Background: an optimization exercise with open tools, aiming at small area and a short achievable clock period. Do not read the settings as production practice. In this exercise RTL edits were held to simulation tests only and were not proved equivalent to the original.

==> flow/config.mk <==
export PLATFORM = sky130hd
export DESIGN_NAME = Conway
export DESIGN_NICKNAME = Conway
export VERILOG_FILES = /design/flow/design.v
export SDC_FILE = /design/flow/constraint.sdc
export NUM_CORES = 4
export LEC_CHECK = 0
export CAP_MARGIN = 20
export CORE_MARGIN = 2
export CORE_UTILIZATION = 40
export SLEW_MARGIN = 20
==> flow/constraint.sdc <==
create_clock -name core_clock -period 5.0 [get_ports {clk}]
set_input_delay 1.0000 -clock core_clock [delete_from_list [all_inputs] [get_ports {clk}]]
set_output_delay 1.0000 -clock core_clock [all_outputs]
set_load 0.01 [all_outputs]
==> flow/design.v <==
module Conway(
    input clk,
    input load,
    input [255:0] data,
    output reg [255:0] q
);
reg [15:0] q_2d[15:0];
reg [255:0] q_rt;
integer i, j;
integer cnt;
integer u, d, l, r;
always @(*) begin
    for (i = 0; i < 16; i = i + 1)
        q_2d[i] = q[16*i +: 16];
    for (i = 0; i < 16; i = i + 1)
        for (j = 0; j < 16; j = j + 1) begin
            u = i == 15 ? 0 : i + 1;
            d = i == 0 ? 15 : i - 1;
            l = j == 15 ? 0 : j + 1;
            r = j == 0 ? 15 : j - 1;
            cnt = q_2d[u][l] + q_2d[u][j] + q_2d[u][r] +
                  q_2d[i][l] +            + q_2d[i][r] +
                  q_2d[d][l] + q_2d[d][j] + q_2d[d][r];
            case (cnt)
                2: q_rt[16*i+j] = q_2d[i][j];
                3: q_rt[16*i+j] = 1;
                default: q_rt[16*i+j] = 0;
            endcase
        end
end
always @(posedge clk)
    if (load) q <= data;
    else q <= q_rt;
endmodule
==> flow/run.sh <==
#!/bin/bash
# synth_recipe.tcl (not shown) runs the flow's synth.tcl, then flattens the netlist and writes it again
# the make line also repeats each setting of config.mk as NAME=value (left out here)
make -C /OpenROAD-flow-scripts/flow DESIGN_CONFIG=/design/flow/config.mk WORK_HOME=/design/flow/orfs CLKGATE_MAP_FILE= SYNTH_SCRIPT=/design/flow/synth_recipe.tcl finish
==> results.toml, run 1 <==
[clocking]
clockBufferDepth = 3
cts-root-buf = "clkbuf_16"
clk_latency_ns = 0.63
ctsResizeCount = 0
numCtsBuffers = 43
ctsHoldBuffers = 0
cts_setup_buffers = 0
htree_levels = 2
numClockSinks = 256
tritoncts = "yes"
clk_pin_slew_ns = 0.06

[outcome]
status = "no timing/DRC/antenna violations"

[layout]
final_nets = 8011
drive_above_1_share = 0.0177
top_register = "q"
final_cells = 7776
reg.largest.list = "q (256)"
area_delta_synth_final_pct = 15.5
antenna_cells = 0
post-route-util = 0.466
largest_reg_flops = 256
fill_cells = 12700
fin_area_um2 = 63200

[global_routing]
grt-ovfl-total = 0
grt_max_degree = 129
grt_antenna_before_repair = 4
grtUsageTotal = 0.230
grt_pass1_vias = 41700
grt_first_pass_wirelength_mm = 244

[floorplanning]
die_area_um2 = 140000
row_count = 135
die_x_um = 374
ioPinCount = 514
core_um2 = 136000
initial_core_util = 0.403
dieHeight_um = 374

[detailed_routing]
drc = 0
detail_route.wl_per_cell_um = 20.2
dr.pass1.iters = 7
finalWirelength_mm = 157
vias_per_cell = 5.10
dr_total_vias = 39700
drt-initial-drc-count = 2064
ant_nets = 0

[setup_path]
crit_path_frequent_cell = "fa_1"
crit_path_start_kind = "flop"
reg2regPathDepth = 10
endpoint_kind = "flop"
cp.buffers_inverters = 2
cpMaxStageDelayCell = "edfxtp_1"
crit_family = "adder cells"
r2r_slack_ns = 0.88
startpoint = "q[13]"
crit_arrival_ns = 4.49
cp_cell_sequence = "inv_1 -> fa_1 -> fa_1 -> fa_1 -> inv_1 -> ha_1 -> fa_1 -> nor2_1 -> a21oi_1 -> or4b_1"
critical-path-max-stage-delay_ns = 0.56
r2r-end = "q[253]"
crit_required_ns = 5.37
worstPathMaxFanout = 6
crit_cells = 10
rr_startpoint = "q[13]"
crit_type = "reg -> reg"

[sta]
tns_ns = 0
hold_ws_ns = 0.764
skew_ns = 0.0172
timing_hold_violations_final = 0
period_share = 0.824
tightest_slew_ns = 0.925
fin_crit_ns = 4.12
finalSetupViolCount = 0
relSlewSlack = 0.383
fmax_ghz = 0.243
rsz0062_at_grt = "no"
fin_ws_ns = 0.882
finalMaxSlewViolations = 0

[yosys]
synth-edff-count = 256
ys_seq_area_frac = 0.141
synth_top_cell_by_area = "fa_1"
syn_area_um2 = 54700
yosysUniqueCellTypes = 20
synth-seq-cells = 256
yosysMostFrequentCell = "inv_1"
yosysWarnings = 2
syn_inst = 5447
yosys-top-cells-area = "fa_1 (37%), ha_1 (18%), edfxtp_1 (14%), inv_1 (8.8%), a21oi_1 (4.5%)"
async_flop_share = 0
synthFlopType = "edfxtp_1"
synth_common_cells = "inv_1 (1279), fa_1 (1023), ha_1 (768)"
synth_nets = 7496
syn_area_per_cell_um2 = 10.0
yosysTopAreaCellShare = 0.374

[place]
place.gp.congestion = 0.850
numPlacedInstances = 7698
placed_cell_area_um2 = 61900
dp_hpwl_mm = 134
place_ws_ns = 0.888
port_buffers = 513

[worst_hold_path]
min_to = "q[194]"
hp-start = "q[179]"
hp-class = "reg -> reg"
whs_path_depth = 2

[run]
max_cap_violations = 0
==> worst register-to-register path, cell delays in order (launching register included) <==
cell and delay (ns):
edfxtp_1 0.56, inv_1 0.51, fa_1 0.54, fa_1 0.46, fa_1 0.49, inv_1 0.04
ha_1 0.20, fa_1 0.38, nor2_1 0.12, a21oi_1 0.06, or4b_1 0.50
==> metal layers <==
metal / track usage / routed length [um] / vias to the layer above / part of all wire
li1: - / - / 18700 / -
met3: 0.0583 / 11400 / 223 / 0.073
met2: 0.375 / 72400 / 924 / 0.46
met4: 0.0707 / 5400 / 4 / 0.034
met1: 0.302 / 68200 / 19800 / 0.43
met5: 0 / 21 / - / 0.00013
==> cells in the final DEF, fill, tap and decap left out <==
master | synthesis | layout
inv_1 | 1279 | 1279
fa_1 | 1023 | 1023
ha_1 | 768 | 768
clkdlybuf4s50_1 | 0 | 512
nand2_1 | 500 | 500
a21oi_1 | 490 | 490
edfxtp_1 | 256 | 256
and2_1 | 245 | 245
nor2_1 | 245 | 245
or4b_1 | 245 | 245
o31ai_1 | 244 | 244
clkbuf_16 | 0 | 45
buf_4 | 10 | 34
clkbuf_1 | 9 | 17
nand3b_1 | 12 | 12
o21ai_0 | 12 | 12
a21o_1 | 11 | 11
or2_2 | 11 | 11
nor2b_1 | 11 | 11
a32o_1 | 11 | 11
clkinv_1 | 0 | 8
clkinv_2 | 0 | 7
buf_12 | 0 | 7
bufinv_16 | 0 | 1
buf_8 | 0 | 1
==> logic make-up (layout without fill, tap and decap cells) <==
| kind of cell | count (synthesis) | in the layout | synth area share |
|---|---|---|---|
| AO/OA/AOI/OAI | 768 | 768 | 0.0830 |
| adder cells (fa/ha/maj) | 1791 | 1791 | 0.550 |
| buffers and inverters | 1363 | 1911 | 0.0981 |
| flip-flops | 256 | 256 | 0.141 |
| AND/OR/NAND/NOR | 1269 | 1269 | 0.128 |
==> final cells by class <==
type / count / area (um^2) / area share
multi-input cells: 3828 / 41600 / 0.659
flip-flops and latches: 256 / 7690 / 0.122
repair buffers: 554 / 5540 / 0.0876
inverters: 1279 / 4800 / 0.0760
well taps: 1781 / 2230 / 0.0353
clock buffers: 62 / 1190 / 0.0188
clock inverters: 16 / 95.1 / 0.00151
==> how the worst max path moves through the flow <==
stage | to | slack (ns)
3_3_place_gp | q[57] | 0.92
3_5_place_dp | q[55] | 0.89
2_1_floorplan | q[207] | 1.34
4_1_cts | q[55] | 0.86
5_1_grt | q[251] | 0.69
6_report | q[253] | 0.88
==> inputs of run 2 (changes only) <==
==> flow/design.v (replaced) <==
module Conway(
    input clk,
    input load,
    input [255:0] data,
    output reg [255:0] q
);
wire [255:0] vs, vc, nxt;
genvar i, j;
generate
for (i = 0; i < 16; i = i + 1) begin : row
    for (j = 0; j < 16; j = j + 1) begin : col
        conway_fa fv (.a(q[16*((i+15)%16) + j]), .b(q[16*i + j]), .c(q[16*((i+1)%16) + j]),
                      .s(vs[16*i+j]), .co(vc[16*i+j]));
    end
end
for (i = 0; i < 16; i = i + 1) begin : row2
    for (j = 0; j < 16; j = j + 1) begin : col2
        wire t0, t1, n0, t2, e0, e1;
        conway_fa f1 (.a(vs[16*i + (j+15)%16]), .b(vs[16*i + (j+1)%16]), .c(q[16*((i+15)%16) + j]), .s(t0), .co(t1));
        conway_ha h1 (.a(t0), .b(q[16*((i+1)%16) + j]), .s(n0), .co(t2));
        conway_fa f2 (.a(vc[16*i + (j+15)%16]), .b(vc[16*i + (j+1)%16]), .c(t1), .s(e0), .co(e1));
        conway_glue g (.n0(n0), .e0(e0), .e1(e1), .t2(t2), .x(q[16*i+j]), .load(load), .d(data[16*i+j]), .y(nxt[16*i+j]));
    end
end
endgenerate
always @(posedge clk) q <= nxt;
endmodule
module conway_fa(input a, input b, input c, output s, output co);
    assign {co, s} = a + b + c;
endmodule
module conway_ha(input a, input b, output s, output co);
    assign {co, s} = a + b;
endmodule
module conway_glue(input n0, input e0, input e1, input t2, input x, input load, input d, output y);
    wire life = ~e1 & (e0 ^ t2) & (n0 | x);
    assign y = load ? d : life;
endmodule
==> flow/flow/run.sh (new file) <==
#!/bin/bash
# Standard ORFS layout, except that the port buffers are plain buf_1 cells
# instead of the delay-buffer cells buffer_ports picks by default.
set -euo pipefail
export BUFFER_PORTS_ARGS="-buffer_cell sky130_fd_sc_hd__buf_1"
bash standard.sh > standard.log 2>&1
==> flow/standard.sh (new file) <==
#!/bin/bash
# synth_recipe.tcl (not shown) runs the flow's synth.tcl, then flattens the netlist and writes it again
# the make line also repeats each setting of config.mk as NAME=value (left out here)
make -C /OpenROAD-flow-scripts/flow DESIGN_CONFIG=/design/flow/config.mk WORK_HOME=/design/flow/orfs CLKGATE_MAP_FILE= SYNTH_SCRIPT=/design/flow/synth_recipe.tcl "${@:-finish}"
--- a/flow/config.mk
+++ b/flow/config.mk
@@ -9,3 +9,5 @@
 export CORE_MARGIN = 2
 export CORE_UTILIZATION = 40
 export SLEW_MARGIN = 20
+export SYNTH_HIERARCHICAL = 1
+export SYNTH_MINIMUM_KEEP_SIZE = 0
removed: flow/run.sh
==> run 2 against run 1 <==
Compared with the run above:
- hold slack worse by 0.14 ns
- count of clock-buffer cells in the layout is 2 lower
- sequential share of layout area is 1.8 points higher
- still clean
- synthesized cell count is 58% lower
- critical path type unchanged
==> results.toml, run 2 <==
[floorplanning]
die_area_um2 = 82400
core_um2 = 79100
ioPinCount = 514
die_x_um = 287
row_count = 103
initial_core_util = 0.405
dieHeight_um = 287

[yosys]
synth_nets = 3586
async_flop_share = 0
ys_seq_area_frac = 0.160
synth-seq-cells = 256
syn_area_um2 = 32000
yosysWarnings = 7
synthFlopType = "dfxtp_1"
yosysUniqueCellTypes = 7
synth_top_cell_by_area = "fa_1"
yosysMostFrequentCell = "fa_1"
yosys-top-cells-area = "fa_1 (48%), dfxtp_1 (16%), o41ai_2 (13%), ha_1 (10%), xnor2_1 (7.0%)"
synth-edff-count = 0
yosysTopAreaCellShare = 0.480
syn_inst = 2304
syn_area_per_cell_um2 = 13.9

[clocking]
ctsResizeCount = 0
clockBufferDepth = 3
tritoncts = "yes"
ctsHoldBuffers = 0
numCtsBuffers = 38
htree_levels = 2
numClockSinks = 256
cts_setup_buffers = 0
clk_pin_slew_ns = 0.06
cts-root-buf = "clkbuf_16"
clk_latency_ns = 0.57

[layout]
fill_cells = 7245
fin_area_um2 = 36600
final_common_cell = "fa_1"
area_delta_synth_final_pct = 14.2
final_nets = 4149
top_register = "q"
largest_reg_flops = 256
antenna_cells = 0
final_cells = 3938
seqCellArea_um2 = 5120
reg.largest.list = "q (256)"
drive_above_1_share = 0.110
multi_input_area_um2 = 26900
final_cell_mix = "fa_1 (768), buf_1 (512)"

[worst_hold_path]
hp-start = "data[198]"
min_to = "q[198]"
hp-class = "in -> reg"
whs_path_depth = 3

[setup_path]
r2r-end = "q[45]"
crit_arrival_ns = 3.21
crit_required_ns = 5.46
r2r_slack_ns = 2.25
rr_startpoint = "q[44]"
crit_type = "reg -> reg"
worstPathMaxFanout = 7
crit_path_start_kind = "flop"
endpoint_kind = "flop"
reg2regPathDepth = 5

[sta]
timing_hold_violations_final = 0
fin_crit_ns = 2.75
finalSetupViolCount = 0
skew_ns = 0.0117
period_share = 0.551
tns_ns = 0
rsz0062_at_grt = "no"
fmax_ghz = 0.363
relSlewSlack = 0.421
finalMaxSlewViolations = 0
tightest_slew_ns = 0.868

[global_routing]
grtUsageTotal = 0.256
grt_first_pass_wirelength_mm = 158
grt-ovfl-total = 0
grt_pass1_vias = 25800
grt_antenna_before_repair = 3
grt_max_degree = 117

[detailed_routing]
finalWirelength_mm = 102
vias_per_cell = 5.53
drc = 0
dr.pass1.iters = 5
dr_total_vias = 21800
ant_nets = 0
detail_route.wl_per_cell_um = 25.9
drt-initial-drc-count = 1160

[place]
numPlacedInstances = 3877
place.gp.congestion = 0.911
placed_cell_area_um2 = 35400
port_buffers = 513
dp_hpwl_mm = 86.4

[outcome]
status = "no timing/DRC/antenna violations"

[run]
max_cap_violations = 0
==> run 2: stage by stage <==
stage               setup WS, ns  hold slack, ns   util
floorplan                   2.58           0.677      -
global placement            2.21           0.710  0.447
detailed placement          2.18           0.731  0.447
CTS                         2.21           0.589  0.462
global route                2.11           0.613  0.462
finish                      2.25           0.619  0.462
==> run 2: routing by layer <==
layer / global-route usage / part of all wire / wire, um / vias up
met5: 0 / 0.00038 / 39 / -
li1: - / - / - / 9195
met4: 0.0986 / 0.041 / 4230 / 6
met2: 0.430 / 0.49 / 50300 / 756
met1: 0.323 / 0.40 / 40700 / 11600
met3: 0.0546 / 0.066 / 6760 / 205
==> run 2: kinds of logic after synthesis <==
| family | after synthesis | share of synthesized area |
|---|---|---|
| flip-flops | 256 | 0.160 |
| adder cells (fa/ha/maj) | 1024 | 0.580 |
| AO/OA/AOI/OAI | 256 | 0.130 |
| XOR/XNOR | 256 | 0.0700 |
| AND/OR/NAND/NOR | 512 | 0.0600 |
==> run 2: modules after synthesis, one instance, submodules excluded <==
module / cells / area (um^2)
conway_ha: 1 / 12.5
conway_fa: 1 / 20.0
conway_glue: 4 / 32.5
Conway: 256 / 5120
==> run 2: area by class of cell <==
cell class | count | share of cell area
Tap cell | 1050 | 0.0359
Clock buffer | 60 | 0.0327
Timing Repair Buffer | 523 | 0.0558
Multi-Input combinational cell | 2048 | 0.735
Sequential cell | 256 | 0.140
Clock inverter | 1 | 0.000137
==> run 2: worst max path at each step <==
stage / startpoint / end / depth (start not counted)
finish: q[44] / q[45] / 5
global route: q[153] / q[154] / 5
CTS: q[163] / q[162] / 5
detailed placement: load / q[73] / 4
global placement: load / q[64] / 4
floorplan: q[31] / q[0] / 5
==> run 2: critical path, cell delays in order (launching register included) <==
cell and delay, ns:
dfxtp_1 0.67, fa_1 0.58, fa_1 0.46, fa_1 0.47
xnor2_1 0.16, o41ai_2 0.31
==> inputs of run 3 (changes only) <==
--- a/flow/config.mk
+++ b/flow/config.mk
@@ -8,6 +8,7 @@
 export CAP_MARGIN = 20
 export CORE_MARGIN = 2
 export CORE_UTILIZATION = 40
+export SETUP_SLACK_MARGIN = 2.5
 export SLEW_MARGIN = 20
 export SYNTH_HIERARCHICAL = 1
 export SYNTH_MINIMUM_KEEP_SIZE = 0
==> run 3 against run 2 <==
Compared with the run above:
- still clean on timing, DRC and antenna
- core utilization is 2.0 points higher
- design area grew 4.4%
- first-iteration DRC count rose by 1.3%
- fmax up 11%
- critical endpoint is now q[251]
- largest cell class unchanged
==> results.toml, run 3 <==
[detailed_routing]
finalWirelength_mm = 104
detail_route.wl_per_cell_um = 26.0
dr.pass1.iters = 5
drc = 0
drt-initial-drc-count = 1175
vias_per_cell = 5.49
dr_total_vias = 21800
ant_nets = 0

[floorplanning]
ioPinCount = 514
core_um2 = 79100
die_x_um = 287
dieHeight_um = 287
row_count = 103
die_area_um2 = 82400
initial_core_util = 0.405

[setup_path]
rr_startpoint = "q[236]"
startpoint = "q[236]"
worstPathMaxFanout = 7
crit_required_ns = 5.44
critical-path-max-stage-delay_ns = 0.50
endpoint_kind = "flop"
cp_cell_sequence = "fa_2 -> fa_1 -> fa_1 -> xnor2_1 -> o41ai_2"
crit_arrival_ns = 2.91
crit_path_start_kind = "flop"
crit_type = "reg -> reg"
crit_path_frequent_cell = "fa_1"
cpMaxStageDelayCell = "fa_2"

[yosys]
async_flop_share = 0
yosysWarnings = 7
yosysMostFrequentCell = "fa_1"
yosys-top-cells-area = "fa_1 (48%), dfxtp_1 (16%), o41ai_2 (13%), ha_1 (10%), xnor2_1 (7.0%)"
synthFlopType = "dfxtp_1"
syn_area_um2 = 32000
yosysTopAreaCellShare = 0.480
yosysUniqueCellTypes = 7
syn_inst = 2304
synth-seq-cells = 256
synth_top_cell_by_area = "fa_1"
synth_nets = 3586
ys_seq_area_frac = 0.160
syn_area_per_cell_um2 = 13.9
synth-edff-count = 0

[place]
place.gp.congestion = 0.911
port_buffers = 513
dp_hpwl_mm = 86.4

[global_routing]
grt-ovfl-total = 0
grt_first_pass_wirelength_mm = 159
grt_pass1_vias = 25900
grtUsageTotal = 0.257
grt_antenna_before_repair = 3
grt_max_degree = 117

[sta]
tightest_slew_ns = 0.893
timing_hold_violations_final = 0
fin_crit_ns = 2.47
hold_ws_ns = 0.618
fmax_ghz = 0.404
rsz0062_at_grt = "yes"
tns_ns = 0
skew_ns = 0.0128
finalMaxSlewViolations = 0
period_share = 0.495
finalSetupViolCount = 0
relSlewSlack = 0.405

[layout]
largest_reg_flops = 256
area_delta_synth_final_pct = 19.3
reg.largest.list = "q (256)"
drive_above_1_share = 0.256
final_common_cell = "fa_1"
final_nets = 4191
top_register = "q"
final_cell_mix = "fa_1 (636), buf_1 (512)"

[clocking]
htree_levels = 2
numCtsBuffers = 38
cts-root-buf = "clkbuf_16"
clockBufferDepth = 3
clk_pin_slew_ns = 0.06
numClockSinks = 256
ctsHoldBuffers = 0
clk_latency_ns = 0.57
tritoncts = "yes"

[outcome]
status = "no timing/DRC/antenna violations"

[worst_hold_path]
hp-class = "in -> reg"
hp-start = "data[198]"

[run]
max_cap_violations = 0
==> run 3: critical path, delay by kind of cell (launching register included) <==
| family | cells | cell delay, ns |
|---|---|---|
| adder cells (fa/ha/maj) | 3 | 1.40 |
| flip-flops | 1 | 0.44 |
| AO/OA/AOI/OAI | 1 | 0.34 |
| XOR/XNOR | 1 | 0.16 |
==> run 3: cell families (layout without fill, tap and decap cells) <==
logic type / Yosys count / after routing / share of synthesized area
flip-flops: 256 / 256 / 0.160
AND/OR/NAND/NOR: 512 / 512 / 0.0600
XOR/XNOR: 256 / 256 / 0.0700
adder cells (fa/ha/maj): 1024 / 1024 / 0.580
buffers and inverters: 0 / 626 / 0
other: 0 / 1 / 0
AO/OA/AOI/OAI: 256 / 256 / 0.130
==> run 3: worst paths after layout <==
path | endpoint | slack (ns) | depth (start not counted)
setup / recovery | q[251] | 2.53 | 5
hold / removal | q[198] | 0.62 | 3
setup reg to reg | q[251] | 2.53 | 5
hold reg to reg | q[192] | 0.62 | 2
==> run 3: routing by layer <==
layer	vias up	routed length (um)	global-route usage
met2	676	51500	0.433
met5	-	39	0
met1	11600	41400	0.323
met3	209	6480	0.0561
li1	9320	-	-
met4	6	4230	0.0964
==> run 3: cell type report <==
| type | instances | area [um^2] |
|---|---|---|
| multi-input combinational | 2048 | 27200 |
| clock inverter | 1 | 5.00 |
| clock buffer | 60 | 1200 |
| antenna | 1 | 2.50 |
| tap | 1050 | 1310 |
| fill | 7068 | 40900 |
| sequential | 256 | 6090 |
| timing repair buffer | 565 | 2360 |
==> run 3: modules after synthesis (local to each module, per instance) <==
| module | cell area [um^2] | cells inside | times used |
|---|---|---|---|
| conway_ha | 12.5 | 1 | 256 |
| Conway | 5120 | 256 | 1 |
| conway_fa | 20.0 | 1 | 768 |
| conway_glue | 32.5 | 4 | 256 |
==> run 3: what timing repair did <==
item	CTS	global route
setup buffers	0	42
setup endpoints to repair	289	253
pin swaps	0	16
resized for setup	323	321
==> run 3: through the flow <==
step           std cells  worst slack (ns)  area (um^2)  utilization
3_5_place_dp        3877              2.18        35400        0.447
4_1_cts             3938              2.44        37100        0.469
2_1_floorplan       2304              2.58        32000            -
5_1_grt             3980              2.44        38200        0.483
3_3_place_gp        3877              2.21        35400        0.447
6_report            3981              2.53        38200        0.483
==> inputs of run 4 (changes only) <==
--- a/flow/config.mk
+++ b/flow/config.mk
@@ -8,7 +8,7 @@
 export CAP_MARGIN = 20
 export CORE_MARGIN = 2
 export CORE_UTILIZATION = 40
-export SETUP_SLACK_MARGIN = 2.5
+export SETUP_SLACK_MARGIN = 3.0
 export SLEW_MARGIN = 20
 export SYNTH_HIERARCHICAL = 1
 export SYNTH_MINIMUM_KEEP_SIZE = 0
==> run 4 against run 3 <==
Compared with the run above:
- core utilization up 12 points
- fmax up 2.3%
- synthesized area unchanged
- non-clock buffer count up 604
- register-to-register slack better by 0.06 ns
- sequential cell count unchanged
- worst setup slack better by 0.056 ns
- critical path depth unchanged
- largest cell class unchanged
- highest routed layer unchanged
==> results.toml, run 4 <==
[worst_hold_path]
whs_path_depth = 3
hp-start = "data[179]"
hp-class = "in -> reg"
min_to = "q[179]"

[floorplanning]
row_count = 103
die_area_um2 = 82400
initial_core_util = 0.405
core_um2 = 79100
die_x_um = 287
dieHeight_um = 287
ioPinCount = 514

[sta]
finalMaxSlewViolations = 0
tightest_slew_ns = 0.711
hold_ws_ns = 0.617
fin_ws_ns = 2.58
fin_crit_ns = 2.42
timing_hold_violations_final = 0
skew_ns = 0.0130
fmax_ghz = 0.414
finalSetupViolCount = 0
relSlewSlack = 0.526
period_share = 0.483
rsz0062_at_grt = "yes"
tns_ns = 0

[clocking]
tritoncts = "yes"
htree_levels = 2
numClockSinks = 256
clk_latency_ns = 0.56
clk_pin_slew_ns = 0.06
clockBufferDepth = 3
cts-root-buf = "clkbuf_16"
ctsHoldBuffers = 0
numCtsBuffers = 39

[detailed_routing]
drt-initial-drc-count = 1355
vias_per_cell = 5.39
dr.pass1.iters = 7
drc = 0
dr_total_vias = 24800
finalWirelength_mm = 117
detail_route.wl_per_cell_um = 25.4
ant_nets = 0

[yosys]
yosysTopAreaCellShare = 0.480
yosysWarnings = 7
syn_area_per_cell_um2 = 13.9
synth-seq-cells = 256
yosys-top-cells-area = "fa_1 (48%), dfxtp_1 (16%), o41ai_2 (13%), ha_1 (10%), xnor2_1 (7.0%)"
syn_inst = 2304
syn_area_um2 = 32000
async_flop_share = 0
synthFlopType = "dfxtp_1"
ys_seq_area_frac = 0.160
yosysMostFrequentCell = "fa_1"
synth_nets = 3586
synth_top_cell_by_area = "fa_1"
yosysUniqueCellTypes = 7
synth-edff-count = 0

[place]
place_ws_ns = 2.06
numPlacedInstances = 3878
place.gp.congestion = 0.898
dp_hpwl_mm = 85.3
port_buffers = 513
placed_cell_area_um2 = 35400

[setup_path]
worstPathMaxFanout = 6
crit_type = "reg -> reg"
crit_arrival_ns = 2.84
crit_required_ns = 5.43
crit_path_start_kind = "flop"
crit_path_frequent_cell = "fa_2"
critical-path-max-stage-delay_ns = 0.50
cpMaxStageDelayCell = "fa_2"
cp_cell_sequence = "fa_2 -> fa_2 -> fa_1 -> xnor2_1 -> o41ai_2"
rr_startpoint = "q[38]"
reg2regPathDepth = 5
r2r_slack_ns = 2.58
endpoint_kind = "flop"
r2r-end = "q[21]"

[run]
max_cap_violations = 0

[global_routing]
grt-ovfl-total = 0
grt_first_pass_wirelength_mm = 170
grtUsageTotal = 0.277
grt_pass1_vias = 27900
grt_max_degree = 111
grt_antenna_before_repair = 6

[layout]
reg.largest.list = "q (256)"
final_cell_mix = "fa_2 (517), buf_6 (488), buf_4 (399)"
final_nets = 4796
post-route-util = 0.598
area_delta_synth_final_pct = 47.7
top_register = "q"
largest_reg_flops = 256
fin_area_um2 = 47300
final_cells = 4593
final_common_cell = "fa_2"
drive_above_1_share = 0.585

[outcome]
status = "no timing/DRC/antenna violations"
run 4: cell counts after synthesis:
Identical to the previous run, type by type.
run 4: area by class of cell:
class	instances	area, um^2
multi-input combinational	2048	28700
antenna	3	7.51
clock inverter	13	90.1
tap	1050	1310
timing repair buffer	1169	9970
clock buffer	54	1120
fill	5970	31800
sequential	256	6090
run 4: timing repair:
item / in CTS / in global routing
buffers inserted: 395 / 250
setup endpoints to repair: 512 / 512
pin swaps: 1024 / 474
gates resized for setup: 1803 / 159
run 4: metal layers:
metal | global-route usage | vias to the layer above | part of all wire
met5 | 0 | - | 0.00035
met4 | 0.119 | 6 | 0.048
met3 | 0.0651 | 257 | 0.068
met2 | 0.465 | 916 | 0.49
met1 | 0.342 | 13100 | 0.39
li1 | - | 10500 | -
run 4: worst max-delay path by stage:
stage               startpoint  endpoint  slack (ns)  cells past startpoint
floorplan                q[31]      q[0]        2.58                      5
global placement          load     q[21]        2.12                      4
detailed placement        load     q[46]        2.06                      4
CTS                     q[210]    q[195]        2.65                      5
global route             q[96]     q[81]        2.56                      6
finish                   q[38]     q[21]        2.58                      5
run 4: cells by family after synthesis:
kind of cell	count (synthesis)	share of synthesized area
adders and majority gates	1024	0.580
and+or+nand+nor	512	0.0600
AOI/OAI and AO/OA	256	0.130
xor gates and xnor gates	256	0.0700
DFF	256	0.160
run 4: Yosys stat by module, one instance, submodules excluded:
module,area [um^2],times used,cells
conway_fa,20.0,768,1
Conway,5120,1,256
conway_glue,32.5,256,4
conway_ha,12.5,256,1
run 4: critical path, delay by kind of cell, from the launching register on:
family	cells	cell delay, ns
compound gates	1	0.30
xor+xnor	1	0.19
flops	1	0.42
fa+ha+maj	3	1.39
==> inputs of run 5 (changes only) <==
==> flow/run.sh (new file) <==
#!/bin/bash
# synth_recipe.tcl (not shown) runs the flow's synth.tcl, then flattens the netlist and writes it again
# the make line also repeats each setting of config.mk as NAME=value (left out here)
make -C /OpenROAD-flow-scripts/flow DESIGN_CONFIG=/design/flow/config.mk WORK_HOME=/design/flow/orfs CLKGATE_MAP_FILE= SYNTH_SCRIPT=/design/flow/synth_recipe.tcl finish
--- a/flow/config.mk
+++ b/flow/config.mk
@@ -8,7 +8,6 @@
 export CAP_MARGIN = 20
 export CORE_MARGIN = 2
 export CORE_UTILIZATION = 40
-export SETUP_SLACK_MARGIN = 3.0
 export SLEW_MARGIN = 20
 export SYNTH_HIERARCHICAL = 1
 export SYNTH_MINIMUM_KEEP_SIZE = 0
removed: flow/flow/run.sh
removed: flow/standard.sh
==> run 5 against run 4 <==
Compared with the run above:
- via count down 14%
- worst setup slack worse by 0.56 ns
- design area down 16%
- sequential cell count unchanged
- hold slack better by 0.10 ns
- clock skew down 0.0049 ns
- largest cell class unchanged
- highest routed layer unchanged
==> results.toml, run 5 <==
[global_routing]
grt-ovfl-total = 0
grt_antenna_before_repair = 7
grt_pass1_vias = 25400
grt_max_degree = 88
grt_first_pass_wirelength_mm = 158
grtUsageTotal = 0.259

[floorplanning]
dieHeight_um = 287
initial_core_util = 0.405
die_area_um2 = 82400
core_um2 = 79100
row_count = 103
die_x_um = 287
ioPinCount = 514

[clocking]
clk_latency_ns = 0.56
clockBufferDepth = 3
tritoncts = "yes"
cts-root-buf = "clkbuf_16"
ctsResizeCount = 0
cts_setup_buffers = 0
htree_levels = 2
clk_pin_slew_ns = 0.05
numCtsBuffers = 40
numClockSinks = 256
ctsHoldBuffers = 0

[place]
placed_cell_area_um2 = 38600
port_buffers = 513
place.gp.congestion = 0.897
dp_hpwl_mm = 87.4
place_ws_ns = 2.23

[layout]
seqCellArea_um2 = 5120
final_common_cell = "fa_1"
area_delta_synth_final_pct = 24.5
antenna_cells = 0
multi_input_area_um2 = 26900
final_nets = 4152
fill_cells = 6838
reg.largest.list = "q (256)"
fin_area_um2 = 39900
drive_above_1_share = 0.113
largest_reg_flops = 256
final_cell_mix = "fa_1 (768), clkdlybuf4s50_1 (512)"
top_register = "q"

[setup_path]
crit_family = "flip-flops"
worstPathMaxFanout = 7
endpoint_kind = "output pin"
crit_required_ns = 4.00
cp_cell_sequence = "clkdlybuf4s50_1"
crit_path_start_kind = "flop"
cpMaxStageDelayCell = "dfxtp_1"
cp.buffers_inverters = 1
critical-path-max-stage-delay_ns = 0.73
crit_type = "reg -> out"
crit_arrival_ns = 1.97

[run]
max_cap_violations = 0

[detailed_routing]
dr.pass1.iters = 5
drc = 0
vias_per_cell = 5.42
detail_route.wl_per_cell_um = 26.1
drt-initial-drc-count = 905
finalWirelength_mm = 103
ant_nets = 0
dr_total_vias = 21400

[yosys]
yosysUniqueCellTypes = 7
syn_area_um2 = 32000
syn_area_per_cell_um2 = 13.9
synth_nets = 3586
ys_seq_area_frac = 0.160
synthFlopType = "dfxtp_1"
synth-edff-count = 0
synth_top_cell_by_area = "fa_1"
yosysMostFrequentCell = "fa_1"
yosysWarnings = 7
syn_inst = 2304
yosysTopAreaCellShare = 0.480
yosys-top-cells-area = "fa_1 (48%), dfxtp_1 (16%), o41ai_2 (13%), ha_1 (10%), xnor2_1 (7.0%)"
synth-seq-cells = 256
async_flop_share = 0

[worst_hold_path]
hp-class = "reg -> reg"

[sta]
tns_ns = 0
skew_ns = 0.00807
period_share = 0.595
hold_ws_ns = 0.717
relSlewSlack = 0.375
finalMaxSlewViolations = 0
tightest_slew_ns = 0.938
fin_crit_ns = 2.97
timing_hold_violations_final = 0
rsz0062_at_grt = "no"
fmax_ghz = 0.336
finalSetupViolCount = 0
fin_ws_ns = 2.03

[outcome]
status = "no timing/DRC/antenna violations"
[run 5: cell counts after synthesis]
No cell type changed its count.
[run 5: layout make-up]
type,count,area share
Clock buffer,62,0.0305
Clock inverter,6,0.000753
Multi-Input combinational cell,2048,0.675
Sequential cell,256,0.129
Tap cell,1050,0.0329
Timing Repair Buffer,524,0.133
[run 5: cells by family after synthesis]
group | share of synthesized area
flip-flops | 0.160
XOR/XNOR | 0.0700
AND/OR/NAND/NOR | 0.0600
adder cells (fa/ha/maj) | 0.580
AO/OA/AOI/OAI | 0.130
[run 5: per-stage QoR]
stage	cells	utilization
global placement	3878	0.488
detailed placement	3878	0.488
finish	3946	0.504
CTS	3946	0.504
floorplan	2304	-
global route	3946	0.504
[run 5: metal layers]
layer	share of wire	vias up	GRT usage
met4	0.039	14	0.0938
met3	0.063	200	0.0606
met5	0.00084	-	0
li1	-	9193	-
met2	0.49	599	0.432
met1	0.41	11400	0.328
[run 5: worst reg2reg max path, delay by kind of cell (launching register included)]
family                     cells  cell delay [ns]
xor gates and xnor gates       1             0.15
AOI/OAI and AO/OA              1             0.28
adders and majority gates      3             1.55
DFF                            1             0.70
[run 5: modules after synthesis, one instance, submodules excluded]
module       times used  flops+latches  cells inside  cell area [um^2]
conway_glue         256              0             4              32.5
Conway                1            256           256              5120
conway_fa           768              0             1              20.0
conway_ha           256              0             1              12.5
[run 5: worst paths after layout]
kind,startpoint,to,slack (ns),cells after the start
setup / recovery,q[69],q[69],2.03,1
hold / removal,q[9],q[9],0.72,2
setup reg to reg,q[163],q[148],2.22,5
hold reg to reg,q[9],q[9],0.72,2
==> inputs of run 6 (changes only) <==
==> flow/design.v (replaced) <==
module Conway(
    input clk,
    input load,
    input [255:0] data,
    output reg [255:0] q
);
wire [255:0] vs, vc, nxt;
genvar i, j;
generate
for (i = 0; i < 16; i = i + 1) begin : row
    for (j = 0; j < 16; j = j + 1) begin : col
        conway_fa fv (.a(q[16*((i+15)%16) + j]), .b(q[16*i + j]), .c(q[16*((i+1)%16) + j]),
                      .s(vs[16*i+j]), .co(vc[16*i+j]));
    end
end
for (i = 0; i < 16; i = i + 1) begin : row2
    for (j = 0; j < 16; j = j + 1) begin : col2
        wire p, g, n0, k, e0, e1;
        conway_ha h1 (.a(q[16*((i+15)%16) + j]), .b(q[16*((i+1)%16) + j]), .s(p), .co(g));
        conway_fa f1 (.a(vs[16*i + (j+15)%16]), .b(vs[16*i + (j+1)%16]), .c(p), .s(n0), .co(k));
        conway_fa f2 (.a(vc[16*i + (j+15)%16]), .b(vc[16*i + (j+1)%16]), .c(g), .s(e0), .co(e1));
        conway_glue gl (.n0(n0), .k(k), .e0(e0), .e1(e1), .x(q[16*i+j]), .load(load), .d(data[16*i+j]), .y(nxt[16*i+j]));
    end
end
endgenerate
always @(posedge clk) q <= nxt;
endmodule
module conway_fa(input a, input b, input c, output s, output co);
    assign {co, s} = a + b + c;
endmodule
module conway_ha(input a, input b, output s, output co);
    assign {co, s} = a + b;
endmodule
module conway_glue(input n0, input k, input e0, input e1, input x, input load, input d, output y);
    wire life = ~e1 & (e0 ^ k) & (n0 | x);
    assign y = load ? d : life;
endmodule
==> flow/flow/run.sh (new file) <==
#!/bin/bash
# Standard ORFS layout, except that the port buffers are plain buf_1 cells
# instead of the delay-buffer cells buffer_ports picks by default.
set -euo pipefail
export BUFFER_PORTS_ARGS="-buffer_cell sky130_fd_sc_hd__buf_1"
bash standard.sh > standard.log 2>&1
==> flow/standard.sh (new file) <==
#!/bin/bash
# synth_recipe.tcl (not shown) runs the flow's synth.tcl, then flattens the netlist and writes it again
# the make line also repeats each setting of config.mk as NAME=value (left out here)
make -C /OpenROAD-flow-scripts/flow DESIGN_CONFIG=/design/flow/config.mk WORK_HOME=/design/flow/orfs CLKGATE_MAP_FILE= SYNTH_SCRIPT=/design/flow/synth_recipe.tcl "${@:-finish}"
removed: flow/run.sh
==> run 6 against run 5 <==
Compared with the run above:
- still clean on timing, DRC and antenna
- synthesized cell count did not move
- hold slack got worse by 0.088 ns
- die area did not move
- register-to-register slack improved by 0.47 ns
- via count rose by 2.7%
- count of clock-buffer cells in the layout fell by 1
- highest routed layer unchanged
==> results.toml, run 6 <==
[outcome]
status = "no timing/DRC/antenna violations"

[sta]
timing_hold_violations_final = 0
tightest_slew_ns = 0.946
relSlewSlack = 0.369
fmax_ghz = 0.398
tns_ns = 0
skew_ns = 0.0128
fin_crit_ns = 2.51
finalMaxSlewViolations = 0
hold_ws_ns = 0.629
finalSetupViolCount = 0
rsz0062_at_grt = "no"
period_share = 0.502

[layout]
fin_area_um2 = 36700
drive_above_1_share = 0.111
final_common_cell = "fa_1"
final_nets = 4155
final_cell_mix = "fa_1 (768), buf_1 (512)"
largest_reg_flops = 256
area_delta_synth_final_pct = 14.4
top_register = "q"
reg.largest.list = "q (256)"
final_cells = 3951
fill_cells = 7222

[setup_path]
reg2regPathDepth = 4
crit_cells = 1
crit_family = "flip-flops"
worstPathMaxFanout = 7
crit_required_ns = 4.00
critical-path-max-stage-delay_ns = 0.63
cp.buffers_inverters = 1
cp_cell_sequence = "buf_1"
crit_arrival_ns = 1.51
cpMaxStageDelayCell = "dfxtp_1"
endpoint_kind = "output pin"
crit_path_start_kind = "flop"
crit_type = "reg -> out"

[yosys]
syn_inst = 2304
synth_nets = 3586
synth-edff-count = 0
ys_seq_area_frac = 0.160
yosysUniqueCellTypes = 7
syn_area_um2 = 32000
synth_top_cell_by_area = "fa_1"
yosysTopAreaCellShare = 0.480
yosysWarnings = 7
synth-seq-cells = 256
async_flop_share = 0
yosys-top-cells-area = "fa_1 (48%), dfxtp_1 (16%), o41ai_2 (13%), ha_1 (10%), xnor2_1 (7.0%)"
synthFlopType = "dfxtp_1"
syn_area_per_cell_um2 = 13.9
yosysMostFrequentCell = "fa_1"

[detailed_routing]
drc = 0
drt-initial-drc-count = 1192
finalWirelength_mm = 103
ant_nets = 0
detail_route.wl_per_cell_um = 26.1
dr.pass1.iters = 5
dr_total_vias = 22000
vias_per_cell = 5.56

[floorplanning]
ioPinCount = 514
die_x_um = 287
row_count = 103
die_area_um2 = 82400
core_um2 = 79100
dieHeight_um = 287
initial_core_util = 0.405

[clocking]
tritoncts = "yes"
cts_setup_buffers = 0
numCtsBuffers = 38
clk_pin_slew_ns = 0.06
ctsResizeCount = 0
clk_latency_ns = 0.56
ctsHoldBuffers = 0
htree_levels = 2
clockBufferDepth = 3
numClockSinks = 256
cts-root-buf = "clkbuf_16"

[global_routing]
grtUsageTotal = 0.257
grt-ovfl-total = 0
grt_max_degree = 130
grt_pass1_vias = 25700
grt_antenna_before_repair = 6
grt_first_pass_wirelength_mm = 159

[worst_hold_path]
hp-class = "in -> reg"
whs_path_depth = 3

[run]
max_cap_violations = 0

[place]
numPlacedInstances = 3883
dp_hpwl_mm = 87.6
port_buffers = 513
placed_cell_area_um2 = 35400
place.gp.congestion = 0.919
run 6: cell counts after synthesis:
No cell type changed its count.
run 6: Yosys stat by module (local to each module, per instance):
module / cells inside / cell area (um^2) / times used
conway_fa: 1 / 20.0 / 768
conway_ha: 1 / 12.5 / 256
Conway: 256 / 5120 / 1
conway_glue: 4 / 32.5 / 256
run 6: layer usage:
| metal | up-vias | GRT usage | routed length [um] |
|---|---|---|---|
| met5 | - | 0 | 13 |
| met1 | 11800 | 0.329 | 41700 |
| li1 | 9217 | - | - |
| met2 | 782 | 0.427 | 50400 |
| met3 | 208 | 0.0497 | 6260 |
| met4 | 2 | 0.109 | 4740 |
run 6: cell type report:
class | count | area, um^2 | area share
diodes | 5 | 12.5 | 0.000341
clock buffers | 61 | 1160 | 0.0317
clock inverters | 2 | 35.0 | 0.000956
multi-input cells | 2048 | 26900 | 0.734
flip-flops and latches | 256 | 5120 | 0.140
well taps | 1050 | 1310 | 0.0358
repair buffers | 529 | 2100 | 0.0573
run 6: worst paths after layout:
path	start	end	slack (ns)
setup reg to reg	q[71]	q[54]	2.69
hold reg to reg	q[181]	q[181]	0.73
hold / removal	data[209]	q[209]	0.63
setup / recovery	q[90]	q[90]	2.49
run 6: kinds of logic (layout without fill, tap and decap cells):
kind of cell,after synthesis,after routing,share of synthesized area
xor gates and xnor gates,256,256,0.0700
buffers and inverters,0,592,0
other,0,5,0
and+or+nand+nor,512,512,0.0600
AOI/OAI and AO/OA,256,256,0.130
adders and majority gates,1024,1024,0.580
DFF,256,256,0.160
run 6: metrics by stage:
step	setup slack, ns	util
6_report	2.49	0.463
3_5_place_dp	2.05	0.448
3_3_place_gp	2.14	0.448
4_1_cts	2.43	0.463
2_1_floorplan	3.04	-
5_1_grt	2.40	0.463
run 6: worst reg2reg max path, delay by kind of cell (launching register included):
family                     cells  cell delay, ns
DFF                            1            0.66
xor gates and xnor gates       1            0.15
AOI/OAI and AO/OA              1            0.34
adders and majority gates      2            1.05
==> inputs of run 7 (changes only) <==
--- a/flow/config.mk
+++ b/flow/config.mk
@@ -7,7 +7,8 @@
 export LEC_CHECK = 0
 export CAP_MARGIN = 20
 export CORE_MARGIN = 2
-export CORE_UTILIZATION = 40
+export CORE_UTILIZATION = 65
+export SETUP_SLACK_MARGIN = 2.7
 export SLEW_MARGIN = 20
 export SYNTH_HIERARCHICAL = 1
 export SYNTH_MINIMUM_KEEP_SIZE = 0
==> run 7 against run 6 <==
Compared with the run above:
- count of clock-buffer cells in the layout shrank 2
- synthesized cell count is the same
- via count grew 2.6%
- first-iteration DRC count grew 24%
- core utilization grew 29 points
==> results.toml, run 7 <==
[yosys]
synth_top_cell_by_area = "fa_1"
yosysUniqueCellTypes = 7
synth-edff-count = 0
synth-seq-cells = 256
yosysMostFrequentCell = "fa_1"
yosysTopAreaCellShare = 0.480
ys_seq_area_frac = 0.160
syn_inst = 2304
synth_nets = 3586
synthFlopType = "dfxtp_1"
yosysWarnings = 7
yosys-top-cells-area = "fa_1 (48%), dfxtp_1 (16%), o41ai_2 (13%), ha_1 (10%), xnor2_1 (7.0%)"
syn_area_per_cell_um2 = 13.9
syn_area_um2 = 32000
async_flop_share = 0

[global_routing]
grt-ovfl-total = 0
grt_first_pass_wirelength_mm = 149
grt_pass1_vias = 25500
grt_max_degree = 114
grtUsageTotal = 0.396
grt_antenna_before_repair = 25

[setup_path]
crit_family = "flip-flops"
worstPathMaxFanout = 7
crit_type = "reg -> out"
cp_cell_sequence = "buf_1"
cp.buffers_inverters = 1
crit_arrival_ns = 1.29
critical-path-max-stage-delay_ns = 0.47
cpMaxStageDelayCell = "dfxtp_2"
endpoint_kind = "output pin"
crit_path_start_kind = "flop"
crit_required_ns = 4.00

[detailed_routing]
finalWirelength_mm = 97.0
detail_route.wl_per_cell_um = 27.2
dr.pass1.iters = 5
vias_per_cell = 6.32
drt-initial-drc-count = 1481
dr_total_vias = 22500
ant_nets = 0
drc = 0

[clocking]
numCtsBuffers = 37
clk_latency_ns = 0.56
ctsHoldBuffers = 0
clk_pin_slew_ns = 0.05
clockBufferDepth = 3
htree_levels = 2
numClockSinks = 256
ctsResizeCount = 279
tritoncts = "yes"
cts-root-buf = "clkbuf_16"
cts_setup_buffers = 0

[sta]
rsz0062_at_grt = "no"
tightest_slew_ns = 0.831
finalSetupViolCount = 0
fmax_ghz = 0.436
finalMaxSlewViolations = 0
tns_ns = 0
fin_ws_ns = 2.71
skew_ns = 0.0186
hold_ws_ns = 0.621
fin_crit_ns = 2.29
timing_hold_violations_final = 0
period_share = 0.458
relSlewSlack = 0.446

[layout]
final_common_cell = "fa_1"
final_cell_mix = "fa_1 (768), buf_1 (488)"
final_nets = 4145
drive_above_1_share = 0.206
top_register = "q"
fin_area_um2 = 36500
largest_reg_flops = 256
final_cells = 3567
area_delta_synth_final_pct = 13.9
post-route-util = 0.748
reg.largest.list = "q (256)"
fill_cells = 3323

[floorplanning]
row_count = 81
core_um2 = 48700
dieHeight_um = 226
initial_core_util = 0.657
die_area_um2 = 51100
die_x_um = 226
ioPinCount = 514

[place]
placed_cell_area_um2 = 34900
numPlacedInstances = 3488
place_ws_ns = 2.18
place.gp.congestion = 0.966
dp_hpwl_mm = 81.2
port_buffers = 513

[run]
max_cap_violations = 0

[worst_hold_path]
hp-class = "in -> reg"

[outcome]
status = "no timing/DRC/antenna violations"
-- run 7: cell count changes in the layout (fill, tap and decap cells not counted), moves of 9 or more --
| cell | delta |
|---|---|
| dfxtp_4 | +14 |
| diode_2 | +10 |
| buf_2 | +17 |
| dfxtp_2 | +242 |
| buf_4 | -9 |
| buf_1 | -24 |
| dfxtp_1 | -256 |
-- run 7: cells by family after synthesis --
group,synth area share
AO/OA/AOI/OAI,0.130
flip-flops,0.160
AND/OR/NAND/NOR,0.0600
adder cells (fa/ha/maj),0.580
XOR/XNOR,0.0700
-- run 7: cell type report --
class / instances / area, um^2 / share of cell area
multi-input combinational: 2048 / 26900 / 0.737
antenna: 15 / 37.5 / 0.00103
sequential: 256 / 5480 / 0.150
clock inverter: 5 / 53.8 / 0.00147
timing repair buffer: 520 / 2050 / 0.0563
clock buffer: 59 / 1120 / 0.0307
tap: 664 / 831 / 0.0228
-- run 7: Yosys stat by module (local to each module, per instance) --
module,cells inside,flip-flops and latches,cell area (um^2),copies in the design
conway_ha,1,0,12.5,256
conway_fa,1,0,20.0,768
conway_glue,4,0,32.5,256
Conway,256,256,5120,1
-- run 7: worst paths after layout --
kind / end / cells past startpoint / from / slack, ns
setup / recovery: q[154] / 1 / q[154] / 2.71
hold reg to reg: q[236] / 2 / q[236] / 0.63
hold / removal: q[81] / 3 / data[81] / 0.62
setup reg to reg: q[190] / 4 / q[205] / 2.88
-- run 7: layer usage --
layer  track usage  wire (um)  vias to the layer above
met3        0.0857       7770                      286
met1         0.516      37000                    12000
li1              -          -                     9194
met5             0        116                        -
met4         0.198       5160                       20
met2         0.632      47000                     1064
==> inputs of run 8 (changes only) <==
--- a/flow/config.mk
+++ b/flow/config.mk
@@ -8,7 +8,6 @@
 export CAP_MARGIN = 20
 export CORE_MARGIN = 2
 export CORE_UTILIZATION = 65
-export SETUP_SLACK_MARGIN = 2.7
 export SLEW_MARGIN = 20
 export SYNTH_HIERARCHICAL = 1
 export SYNTH_MINIMUM_KEEP_SIZE = 0
==> run 8 against run 7 <==
Compared with the run above:
- still clean on timing, DRC and antenna
- via count is 0.47% lower
- fmax is 9.6% lower
- non-clock buffer count stayed put
- critical path type unchanged
==> results.toml, run 8 <==
[detailed_routing]
vias_per_cell = 6.29
detail_route.wl_per_cell_um = 27.1
finalWirelength_mm = 96.6
dr.pass1.iters = 5
ant_nets = 0
dr_total_vias = 22400
drc = 0
drt-initial-drc-count = 1389

[yosys]
yosys-top-cells-area = "fa_1 (48%), dfxtp_1 (16%), o41ai_2 (13%), ha_1 (10%), xnor2_1 (7.0%)"
synth_compound_area_frac = 0.130
synthSimpleGateAreaFrac = 0.0600
yosysMostFrequentCell = "fa_1"
syn_area_per_cell_um2 = 13.9
ys_seq_area_frac = 0.160
yosysUniqueCellTypes = 7
yosysTopAreaCellShare = 0.480
synth_top_family_by_area = "adder cells"
synthFlopType = "dfxtp_1"
synth_top_cell_by_area = "fa_1"
async_flop_share = 0
yosys.area_share.xor_xnor = 0.0700
yosysWarnings = 7
synth_nets = 3586
synth-edff-count = 0
synth_mux_area_frac = 0
synth-seq-cells = 256
syn_area_um2 = 32000
syn_inst = 2304
synthAdderAreaFrac = 0.580

[setup_path]
cp_cell_sequence = "buf_1"
startpoint = "q[83]"
critical-path-max-stage-delay_ns = 0.75
r2r-end = "q[84]"
rr_startpoint = "q[83]"
crit_path_start_kind = "flop"
crit_arrival_ns = 1.54
cp.buffers_inverters = 1
crit_required_ns = 4.00
worstPathMaxFanout = 7
reg2regPathDepth = 4
endpoint_kind = "output pin"
crit_type = "reg -> out"
cpMaxStageDelayCell = "dfxtp_1"
r2r_slack_ns = 2.62
crit_family = "flip-flops"

[clocking]
clockBufferDepth = 3
numClockSinks = 256
cts_setup_buffers = 0
ctsResizeCount = 0
ctsHoldBuffers = 0
clk_latency_ns = 0.57
numCtsBuffers = 37
htree_levels = 2
tritoncts = "yes"
clk_pin_slew_ns = 0.06
cts-root-buf = "clkbuf_16"

[layout]
area_delta_synth_final_pct = 12.7
final_nets = 4145
top_register = "q"
fin_area_um2 = 36100
final_common_cell = "fa_1"
drive_above_1_share = 0.109
final_cell_mix = "fa_1 (768), buf_1 (512)"
reg.largest.list = "q (256)"
largest_reg_flops = 256

[worst_hold_path]
min_to = "q[70]"
hp-start = "data[70]"
hp-class = "in -> reg"
whs_path_depth = 3

[sta]
hold_ws_ns = 0.619
tns_ns = 0
period_share = 0.507
relSlewSlack = 0.454
fmax_ghz = 0.394
tightest_slew_ns = 0.819
fin_crit_ns = 2.54
finalSetupViolCount = 0
timing_hold_violations_final = 0
finalMaxSlewViolations = 0
rsz0062_at_grt = "no"
skew_ns = 0.0186

[floorplanning]
initial_core_util = 0.657
die_x_um = 226
dieHeight_um = 226
ioPinCount = 514
die_area_um2 = 51100
core_um2 = 48700
row_count = 81

[global_routing]
grt_busiest_layer = "met2"
gr-usage-met3 = 0.0855
grt_first_pass_wirelength_mm = 148
grt_pass1_vias = 25400
grt_max_degree = 114
grtUsageTotal = 0.393
grt_use_met1 = 0.514
grt-ovfl-total = 0
use_met2 = 0.629
grt_antenna_before_repair = 26

[run]
max_cap_violations = 0

[place]
placed_cell_area_um2 = 34900
place.gp.congestion = 0.966
dp_hpwl_mm = 81.2
port_buffers = 513

[outcome]
status = "no timing/DRC/antenna violations"
## run 8: final cells by class
type                    count  area (um^2)
fillers                  3365        12700
clock buffers              59         1120
diodes                     15         37.5
well taps                 664          831
clock inverters             5         53.8
multi-input cells        2048        26900
repair buffers            520         2020
flip-flops and latches    256         5120
## run 8: per-module statistics from Yosys (local to each module, per instance)
module       copies in the design  flops+latches  cell area, um^2
Conway                          1            256             5120
conway_glue                   256              0             32.5
conway_ha                     256              0             12.5
conway_fa                     768              0             20.0
## run 8: how the worst max path moves through the flow
stage | to | cells past startpoint | slack (ns)
final | q[83] | 1 | 2.46
after CTS | q[83] | 1 | 2.47
after detailed placement | q[105] | 4 | 2.18
after floorplan | q[0] | 4 | 3.04
after global routing | q[83] | 1 | 2.45
after global placement | q[93] | 4 | 2.28
## run 8: kinds of logic after synthesis
family                     Yosys count
AOI/OAI and AO/OA                  256
adders and majority gates         1024
DFF                                256
and+or+nand+nor                    512
xor gates and xnor gates           256
## run 8: through the flow
step	instances	worst slack, ns	util
floorplan	2304	3.04	-
global placement	3488	2.28	0.716
detailed placement	3488	2.18	0.716
CTS	3552	2.47	0.740
global route	3565	2.45	0.740
finish	3567	2.46	0.740
## run 8: routing by layer
layer	part of all wire	wire, um
met1	0.38	37200
met2	0.48	46800
met3	0.076	7390
met4	0.053	5100
met5	0.0012	117
==> inputs of run 9 (changes only) <==
--- a/flow/config.mk
+++ b/flow/config.mk
@@ -8,6 +8,9 @@
 export CAP_MARGIN = 20
 export CORE_MARGIN = 2
 export CORE_UTILIZATION = 65
+export CTS_CLUSTER_DIAMETER = 100
+export CTS_CLUSTER_SIZE = 32
+export SETUP_SLACK_MARGIN = 2.7
 export SLEW_MARGIN = 20
 export SYNTH_HIERARCHICAL = 1
 export SYNTH_MINIMUM_KEEP_SIZE = 0
==> run 9 against run 8 <==
Compared with the run above:
- cell count is 0.95% lower
- global-route usage down 0.22 points
- first-iteration DRC count is 8.7% higher
- still clean on timing, DRC and antenna
- non-clock buffer count unchanged
==> results.toml, run 9 <==
[layout]
post-route-util = 0.738
drive_above_1_share = 0.198
final_cell_mix = "fa_1 (768), buf_1 (498)"
fin_area_um2 = 36000
reg.largest.list = "q (256)"
final_common_cell = "fa_1"
top_register = "q"
area_delta_synth_final_pct = 12.3
multi_input_area_um2 = 26900
largest_reg_flops = 256
seqCellArea_um2 = 5500
final_nets = 4126
fill_cells = 3417

[yosys]
syn_area_um2 = 32000
yosysTopAreaCellShare = 0.480
synth-edff-count = 0
synthFlopType = "dfxtp_1"
yosysWarnings = 7
synth_top_cell_by_area = "fa_1"
synth_nets = 3586
yosys-top-cells-area = "fa_1 (48%), dfxtp_1 (16%), o41ai_2 (13%), ha_1 (10%), xnor2_1 (7.0%)"
yosysUniqueCellTypes = 7
synth-seq-cells = 256
ys_seq_area_frac = 0.160
async_flop_share = 0
yosysMostFrequentCell = "fa_1"
syn_inst = 2304
syn_area_per_cell_um2 = 13.9

[sta]
rsz0062_at_grt = "no"
finalMaxSlewViolations = 0
finalSetupViolCount = 0
tns_ns = 0
skew_ns = 0.0191
timing_hold_violations_final = 0
fin_ws_ns = 2.72
relSlewSlack = 0.452
period_share = 0.456
fin_crit_ns = 2.28
tightest_slew_ns = 0.822
fmax_ghz = 0.439

[global_routing]
grt_first_pass_wirelength_mm = 148
grt_max_degree = 114
grt_antenna_before_repair = 25
grt-ovfl-total = 0
grt_pass1_vias = 25200
grtUsageTotal = 0.391

[setup_path]
r2r_slack_ns = 2.87
critical-path-max-stage-delay_ns = 0.48
startpoint = "q[223]"
rr_startpoint = "q[82]"
reg2regPathDepth = 4
crit_required_ns = 4.00
r2r-end = "q[67]"
cpMaxStageDelayCell = "dfxtp_2"
crit_cells = 1
crit_family = "flip-flops"
crit_path_start_kind = "flop"
setup.worst_path.end = "q[223]"
crit_arrival_ns = 1.28
crit_type = "reg -> out"
worstPathMaxFanout = 7
endpoint_kind = "output pin"
cp.buffers_inverters = 1
cp_cell_sequence = "buf_1"

[detailed_routing]
dr.pass1.iters = 5
detail_route.wl_per_cell_um = 27.2
drc = 0
finalWirelength_mm = 96.2
vias_per_cell = 6.27
drt-initial-drc-count = 1510
dr_total_vias = 22200
ant_nets = 0

[clocking]
numClockSinks = 256
clockBufferDepth = 3
htree_levels = 1
cts-root-buf = "clkbuf_16"
cts_setup_buffers = 0
numCtsBuffers = 18
clk_latency_ns = 0.54
clk_pin_slew_ns = 0.10
tritoncts = "yes"

[floorplanning]
ioPinCount = 514
die_x_um = 226
core_um2 = 48700
dieHeight_um = 226
row_count = 81
die_area_um2 = 51100
initial_core_util = 0.657

[place]
place_ws_ns = 2.18
placed_cell_area_um2 = 34900
port_buffers = 513
place.gp.congestion = 0.966
dp_hpwl_mm = 81.2

[worst_hold_path]
hp-class = "reg -> reg"

[outcome]
status = "no timing/DRC/antenna violations"

[run]
max_cap_violations = 0
-- run 9: cells by family (layout without fill, tap and decap cells) --
kind of cell | count (synthesis) | count (layout) | share of synthesized area
adders and majority gates | 1024 | 1024 | 0.580
xor gates and xnor gates | 256 | 256 | 0.0700
DFF | 256 | 256 | 0.160
and+or+nand+nor | 512 | 512 | 0.0600
buffers and inverters | 0 | 552 | 0
other | 0 | 13 | 0
AOI/OAI and AO/OA | 256 | 256 | 0.130
-- run 9: per-module statistics from Yosys (local to each module, per instance) --
module       flops+latches  copies in the design  cell area, um^2  cells inside
conway_fa                0                   768             20.0             1
conway_ha                0                   256             12.5             1
conway_glue              0                   256             32.5             4
Conway                 256                     1             5120           256
-- run 9: layout make-up --
class                           count  share of cell area
Multi-Input combinational cell   2048               0.748
Clock buffer                       23              0.0145
Clock inverter                      9             0.00376
Timing Repair Buffer              520              0.0567
Sequential cell                   256               0.153
Antenna cell                       13            0.000905
Tap cell                          664              0.0231
-- run 9: timing repair --
item,CTS,global route
resized for setup,266,27
hold buffers,0,0
endpoints found under the setup margin,259,41
-- run 9: metrics by stage --
stage | instances | hold slack [ns]
2_1_floorplan | 2304 | 0.670
3_3_place_gp | 3488 | 0.690
3_5_place_dp | 3488 | 0.702
4_1_cts | 3520 | 0.621
5_1_grt | 3532 | 0.639
6_report | 3533 | 0.638
-- run 9: worst min path at each step --
stage | to | slack [ns] | start | depth (start not counted)
3_3_place_gp | q[118] | 0.69 | q[118] | 2
2_1_floorplan | q[0] | 0.67 | q[0] | 2
5_1_grt | q[231] | 0.64 | data[231] | 3
4_1_cts | q[81] | 0.62 | data[81] | 3
6_report | q[175] | 0.64 | q[175] | 2
3_5_place_dp | q[66] | 0.70 | q[66] | 2
-- run 9: routing by layer --
metal,GRT usage,vias to the layer above,share of wire
met1,0.511,11800,0.39
li1,-,9154,-
met4,0.167,22,0.046
met2,0.640,934,0.49
met3,0.0812,236,0.074
met5,0,-,0.0014

separate check: timing with driven ports:
The flow's constraints put no driver on any port. The routed layouts listed below were extracted and timed again, unchanged, in two steps. Step 1: set_driving_cell puts a clkbuf_16 on clk and a buf_2 on each other input, an assumption about the parent block. Step 2 times the ports against the registers' clock, not the clock port: input delays grow and output delays shrink by t, the midpoint of the rising clock arrivals with the driver on. a / b / c = ideal / step 1 / step 2; a / b = the first two.
run	shift t [ns]	slack for setup (ns)	latest minus earliest clock arrival (ns)
run 1	0.698	0.882 / 0.882 / 0.882	0.026 / 0.026
run 2	0.629	2.246 / 2.246 / 2.150	0.018 / 0.017
run 3	0.627	2.527 / 2.522 / 2.114	0.021 / 0.021
run 4	0.623	2.583 / 2.583 / 2.245	0.020 / 0.020
run 5	0.625	2.026 / 1.961 / 2.221	0.011 / 0.010
run 6	0.620	2.490 / 2.426 / 2.056	0.016 / 0.016
run 7	0.618	2.708 / 2.643 / 2.288	0.022 / 0.022
run 8	0.621	2.464 / 2.398 / 2.148	0.027 / 0.026
run 9	0.595	2.721 / 2.659 / 2.286	0.020 / 0.019
After both steps setup and hold are still met in every run listed. For run 9, which loses most, drivers alone change the setup slack by -0.062 ns; drivers and shift together by -0.435 ns.
